From an optimization exercise on the open Yosys and OpenROAD flow, aimed at a short achievable clock period and few clock cycles; shortcuts taken in it are not production practice. For this run, only the layout was checked, not whether the RTL still works. No activity file was given, so power comes from the tool's default toggle rates.

### flow/config.mk
export PLATFORM = sky130hd
export DESIGN_NAME = ALU
export DESIGN_NICKNAME = ALU
export VERILOG_FILES = /design/flow/design.v
export SDC_FILE = /design/flow/constraint.sdc
export NUM_CORES = 4
export LEC_CHECK = 0
export CAP_MARGIN = 20
export CORE_MARGIN = 2
export CORE_UTILIZATION = 40
export SLEW_MARGIN = 20
### flow/constraint.sdc
create_clock -name core_clock -period 10.0 [get_ports {i_clk}]
set_input_delay 2.0000 -clock core_clock [delete_from_list [all_inputs] [get_ports {i_clk}]]
set_output_delay 2.0000 -clock core_clock [all_outputs]
set_load 0.01 [all_outputs]
### flow/design.v
module ALU #(
    parameter DATA_W = 32
)
(
    input                       i_clk,    
    input                       i_rst_n,  
    input                       i_valid,  
    input [DATA_W - 1 : 0]      i_A,      
    input [DATA_W - 1 : 0]      i_B,      
    input [         2 : 0]      i_inst,   
    output [2*DATA_W - 1 : 0]   o_data,   
    output                      o_done    
);
    parameter S_IDLE           = 3'd0;
    parameter S_ONE_CYCLE_OP   = 3'd1;
    parameter S_MULTI_CYCLE_OP = 3'd2;
    parameter S_BUFFER         = 3'd3;
    reg  [         2: 0] state, state_nxt;  
    reg  [  DATA_W-1: 0] operand_a, operand_a_nxt;
    reg  [  DATA_W-1: 0] operand_b, operand_b_nxt;
    reg  [         2: 0] inst, inst_nxt;
    reg [4:0] Counter;
    reg [2*DATA_W - 1 : 0] output_data;
    reg [64:0] output_data2;
    assign o_data = (i_inst == 3'd6) ? output_data2[63:0] : output_data;
    reg output_valid;
    assign o_done = output_valid;
    wire [31:0] add_result;
    assign add_result = operand_a + operand_b;
    wire [31:0] sub_result;
    assign sub_result = operand_a - operand_b;
    wire [31:0] shift_ans = operand_a<<(operand_b);
    wire [63:0] div_temp;
    assign div_temp = (output_data + (operand_a << 1));
    wire [64:0] div_temp2;
    assign div_temp2 = (div_temp - (operand_b << 32));
    wire [64:0] div_temp3 = (output_data - (operand_b << 32)); 
    wire [64:0] div_temp4 = ((output_data - (operand_b << 32)) << 1) + 1; 
    wire [64:0] div_temp5 = (output_data << 1);
    always @(*) begin
        if (i_valid) begin
            operand_a_nxt = i_A;
            operand_b_nxt = i_B;
            inst_nxt      = i_inst;
        end
        else begin
            operand_a_nxt = operand_a;
            operand_b_nxt = operand_b;
            inst_nxt      = inst;
        end
    end
    always @(*) begin
        case(state)
            S_IDLE           : state_nxt = (i_valid) ? S_BUFFER : S_IDLE;
            S_BUFFER         : state_nxt = ((i_inst[2] && i_inst[1]) ? S_MULTI_CYCLE_OP : S_ONE_CYCLE_OP);
            S_ONE_CYCLE_OP   : state_nxt = S_IDLE;
            S_MULTI_CYCLE_OP : state_nxt = (Counter == 5'd31)? S_IDLE : S_MULTI_CYCLE_OP;
            default : state_nxt = state;
        endcase
    end
    always @(negedge i_rst_n or posedge i_clk) begin
        if(!i_rst_n) Counter <= 5'd0;
        else if(state_nxt == S_BUFFER && Counter == 5'd31) Counter <= 5'd0;
        else if(state_nxt == S_MULTI_CYCLE_OP) Counter <= Counter + 5'd1;
        else Counter <= Counter;
    end
    always @(posedge i_clk) begin
        if(i_valid) begin
            output_data <= 64'd0;
            output_data2 <= 65'd0;
        end
        else if(state_nxt == S_ONE_CYCLE_OP) begin
            case (i_inst)
                3'd0: begin  
                    if(!operand_a[31] && !operand_b[31]) begin  
                        output_data <= (add_result[31])? 64'h7FFF_FFFF : add_result;
                    end
                    else if (operand_a[31] && operand_b[31]) begin  
                        output_data <= (!add_result[31])? 64'h8000_0000 : add_result;
                    end
                    else output_data <= add_result;
                end
                3'd1: begin  
                    if(!operand_a[31] && operand_b[31]) begin  
                        output_data <= (sub_result[31])? 64'h7FFF_FFFF : sub_result;
                    end
                    else if (operand_a[31] && !operand_b[31]) begin  
                        output_data <= (!sub_result[31])? 64'h8000_0000 : sub_result;
                    end
                    else output_data <= sub_result;
                end
                3'd2: begin  
                    output_data <= operand_a & operand_b;
                end
                3'd3: begin  
                    output_data <= operand_a | operand_b;
                end
                3'd4: begin  
                    if (!operand_a[31] && !operand_b[31]) begin  
                        output_data <= (operand_a < operand_b)? 64'd1 : 64'd0;
                    end
                    else if (operand_a[31] && operand_b[31]) begin  
                        output_data <= (operand_a < operand_b)? 64'd1 : 64'd0;
                    end
                    else if (!operand_a[31] && operand_b[31]) begin  
                        output_data <= 64'd0;
                    end  
                    else output_data <= 64'd1;
                end
                3'd5: begin  
                    output_data <= shift_ans;
                end
                default: output_data <= 64'd0;
            endcase
        end
        else if (state_nxt == S_MULTI_CYCLE_OP || state == S_MULTI_CYCLE_OP) begin
            case (i_inst)
                3'd6: begin  
                    if(operand_b[Counter]) begin
                        output_data2 <= (output_data2 + (operand_a << 32)) >> 1;
                    end
                    else begin
                        output_data2 <= output_data2 >> 1;
                    end
                end
                3'd7: begin  
                    if(Counter == 0) begin
                        if (!div_temp2[64]) begin
                            output_data <= (((operand_a << 1) - (operand_b << 32)) << 1) + 64'd1;
                        end
                        else begin
                            output_data <= operand_a << 2;
                        end
                    end
                    else if (Counter != 31) begin
                        output_data <= (div_temp3[64]) ? output_data << 1 : ((output_data - (operand_b << 32)) << 1) + 64'd1;
                    end
                    else if (Counter == 31) begin
                        output_data <= (div_temp3[64]) ? {(div_temp5[64:32] >> 1) , div_temp5[31:0]} : {(div_temp4[64:32] >> 1) , div_temp4[31:0]};
                    end
                    else output_data <= output_data;
                end
                default: begin
                    output_data <= output_data;
                    output_data2 <= output_data2;
                end
            endcase
        end
        else output_data <= output_data;
    end
    always @(posedge i_clk or negedge i_rst_n) begin
        if (!i_rst_n) begin
            output_valid <= 0;
        end
        else if (state_nxt == S_ONE_CYCLE_OP) begin
            output_valid <= 1;
        end
        else if (state == S_MULTI_CYCLE_OP && Counter == 5'd31) begin
            output_valid <= 1;
        end
        else output_valid <= 0;
    end
    always @(posedge i_clk or negedge i_rst_n) begin
        if (!i_rst_n) begin
            state       <= S_IDLE;
            operand_a   <= 0;
            operand_b   <= 0;
            inst        <= 0;
        end
        else begin
            state       <= state_nxt;
            operand_a   <= operand_a_nxt;
            operand_b   <= operand_b_nxt;
            inst        <= inst_nxt;
        end
    end
endmodule
### flow/run.sh
#!/bin/bash
# synth_recipe.tcl (not shown) runs the flow's synth.tcl, then flattens the netlist and writes it again
# the make line also repeats each setting of config.mk as NAME=value (left out here)
make -C /OpenROAD-flow-scripts/flow DESIGN_CONFIG=/design/flow/config.mk WORK_HOME=/design/flow/orfs CLKGATE_MAP_FILE= SYNTH_SCRIPT=/design/flow/synth_recipe.tcl finish
==> run notes <==
[registers in the layout (all words and copies together), names as in the netlist]
register / count
output_data2: 64
output_data: 64
operand_a: 32
operand_b: 32
Counter: 5
state: 3
output_valid: 1
[report_power, final]
part	switching, mW	internal [mW]	leakage, nW
combinational	1.16	0.677	7.82
sequential	0.178	0.880	1.92
clock	0.430	0.645	0.463
total	1.77	2.20	10.2
[per-layer routing]
metal | wire, µm | track usage | vias up
met5 | 38 | 0 | -
met4 | 6260 | 0.176 | 6
met3 | 7800 | 0.0530 | 321
met2 | 45100 | 0.557 | 1233
met1 | 41100 | 0.439 | 11336
li1 | - | - | 10640
[cells in the final DEF, fill, tap and decap left out, drive strengths merged, types with 54 or more instances in the layout]
cell	Yosys	routed
xnor2	114	114
buf	30	63
ha	228	228
nand3	54	54
a211oi	65	65
nand2	372	372
dfxtp	128	128
dfrtp	73	73
a21o	54	54
nor2	174	174
mux2	66	66
nor3	97	97
inv	120	122
clkdlybuf4s50	0	132
a21oi	288	288
o21ai	234	234
[worst max-delay path, delay by kind of cell, from the launching register on]
kind / cells / cell delay [ps]
flip-flops: 1 / 680
adder cells (fa/ha/maj): 2 / 820
AO/OA/AOI/OAI: 11 / 4540
buffers and inverters: 1 / 430
AND/OR/NAND/NOR: 7 / 790
[layout make-up]
cell class | instances | area [µm²]
well taps | 704 | 881
clock inverters | 16 | 211
clock buffers | 34 | 732
inverters | 123 | 462
flip-flops and latches | 201 | 4390
repair buffers | 195 | 1800
diodes | 1 | 2.50
fillers | 5392 | 29800
multi-input cells | 2360 | 16500
[worst max-delay path by stage]
stage,end,slack [ps]
finish,output_data[0]$_SDFFE_PP0P_,2600
global route,output_data[0]$_SDFFE_PP0P_,2310
CTS,output_data[0]$_SDFFE_PP0P_,2830
detailed placement,output_data[0]$_SDFFE_PP0P_,2840
global placement,output_data[0]$_SDFFE_PP0P_,3040
floorplan,output_data[21]$_SDFFE_PP0P_,4460
[cell usage after synthesis, types with 64 or more instances]
cell type,n
nand2_1,372
a21oi_1,288
ha_1,228
o21ai_0,215
nor2_1,174
clkbuf_1,153
dfxtp_1,128
inv_1,119
xnor2_1,114
nor3_1,96
dfrtp_1,73
mux2_2,66
a211oi_1,64
[cells by family after synthesis]
| group | count (synthesis) | synth area share |
|---|---|---|
| DFF | 201 | 0.199 |
| muxes | 154 | 0.0949 |
| adders and majority gates | 234 | 0.135 |
| AOI/OAI and AO/OA | 933 | 0.271 |
| xor gates and xnor gates | 154 | 0.0612 |
| and+or+nand+nor | 885 | 0.185 |
| buffers and inverters | 306 | 0.0531 |
==> results.py <==
metrics = {
    "outcome": {
        "status": "finished clean",
    },
    "hold_path": {
        "hold_class": "reg2reg",
        "hold_start": "output_data2[0]$_SDFFE_PP0P_",
        "worstHoldPathCells": 2,
        "min_to": "output_data2[0]$_SDFFE_PP0P_",
    },
    "critical_path": {
        "crit_chain": "inv_1, ha_1, nand2b_1, a311oi_1, nor3b_2, a211oi_1, o211ai_2, a221oi_2, a221oi_2, a21oi_1, nor2_1, nor2_1, fa_1, nand2_1, o211a_1, a21oi_1, a21boi_0, nand4_1, a21oi_1, o21a_1, nor3_1",
        "r2r-end": "output_data[0]$_SDFFE_PP0P_",
        "r2r_start": "operand_b[6]$_DFFE_PN0P_",
        "cp-startpoint": "operand_b[6]$_DFFE_PN0P_",
        "crit_arrival_ps": 7840,
        "endpoint_kind": "flip-flop",
        "path_max_fanout": 15,
        "worstSetupPathType": "reg2reg",
        "start_kind": "flip-flop",
        "critPathSlowestCell": "a21boi_0",
        "ff2ff_path_depth": 21,
        "rrSetupSlack_ps": 2600,
        "required_ps": 10450,
        "slowest_delay_ps": 730,
        "crit_path_frequent_cell": "a21oi_1",
    },
    "logic_synthesis": {
        "synth_area_leaders": "ha_1 (13%), dfxtp_1 (12%), dfrtp_1 (8.3%)",
        "synthDominantCellAreaShare": 0.130,
        "ys_types": 90,
        "ys_seq_area_frac": 0.199,
        "syn_area_mm2": 0.0220,
        "synth_nets": 3171,
        "ys_ff_latch": 201,
        "synth_ff_type": "dfxtp_1",
        "yosys_warnings": 1,
        "async_flop_share": 0.363,
        "synth_edf_count": 0,
        "syn_inst": 2867,
        "syn-mean-instance-area_um2": 7.68,
        "yosys.area.top_type": "ha_1",
    },
    "place": {
        "place.gp.congestion": 0.972,
        "io_buffers": 134,
        "pre_cts_slack_ps": 2840,
        "dpl.cell_count": 3583,
        "placed_cell_area_mm2": 0.0241,
        "place_hpwl_mm": 74.6,
    },
    "routing": {
        "dr_total_vias": 23536,
        "ant_nets": 0,
        "dr.pass1.iters": 6,
        "routed_wl_mm": 100,
        "drt_iter0_markers": 2686,
        "via_per_inst": 6.48,
        "wl_per_cell_um": 27.6,
        "route.detailed.drc": 0,
    },
    "timing": {
        "finalMaxSlewViolations": 0,
        "hold_viol": 0,
        "fmax_ghz": 0.135,
        "setup_viol": 0,
        "setup-tns-final_ps": 0,
        "hold-worst-slack_ps": 453,
        "tightestPinTransition_ps": 1070,
        "min_period_ps": 7400,
        "skew_ps": 27.2,
        "finalCritPeriodShare": 0.740,
        "rsz0062_at_grt": "no",
        "timing.slew.headroom": 0.282,
        "fin_ws_ps": 2600,
    },
    "finish": {
        "final_core_util": 0.457,
        "instances_no_fill": 3634,
        "final_cell_area_mm2": 0.0250,
        "area_growth_pct": 13.5,
        "drive_above_1_share": 0.0860,
        "finalNetCount": 3212,
    },
    "clock_network": {
        "clock_path_buffers": 3,
        "ctsHoldBuffers": 0,
        "post_cts_resized": 0,
        "cts.sinks": 201,
        "cts_tree": "built",
        "htree_levels": 1,
        "cts_buffers": 27,
        "path_clk_slew_ps": 60,
        "cts_setup_buffers": 0,
        "worstSkewPairLatency_ps": 600,
        "root_buffer": "clkbuf_16",
    },
    "pwr": {
        "peakVddDrop_uv": 125,
        "p_leak_nw": 10.2,
        "total_power_mw": 3.97,
        "p_per_area_mw_per_mm2": 159,
    },
    "run": {
        "drv_cap": 0,
    },
    "grt": {
        "grt_start_max_net_pins": 84,
        "grt_pass1_wl_mm": 147,
        "antenna_found_initial": 4,
        "grt_pass1_vias": 22412,
        "gr-total-overflow": 0,
        "grt_usage": 0.343,
    },
    "floorplan": {
        "fp.dieH_um": 239,
        "ios": 135,
        "die_area_mm2": 0.0569,
        "die_x_um": 239,
        "num_rows": 86,
        "start_util": 0.402,
        "core_region_area_mm2": 0.0548,
    },
}

[port drivers added, routing unchanged]
No port has a modelled driver above. Below, the same layout with a new extraction and two added sets of constraints.
Step 1: set_driving_cell puts a clkbuf_16 on i_clk and a buf_2 on each other input, an assumption about the parent block.
Step 2 adds t to the input delays and takes it off the output delays; t is the mean of the earliest and latest rising clock arrival at the registers after step 1. Input paths then give back, and output paths get back, about the clock's delay inside the block.
a / b / c = ideal ports / drivers / drivers and shift; a / b = the first two.
t, ns: 0.643
setup WS [ns]: 2.601 / 2.601 / 2.601
hold WS [ns]: 0.453 / 0.453 / 0.453
After both steps this run still meets setup and hold. The setup slack of this run moves by 0.000 ns with the drivers and by 0.000 ns with both steps.
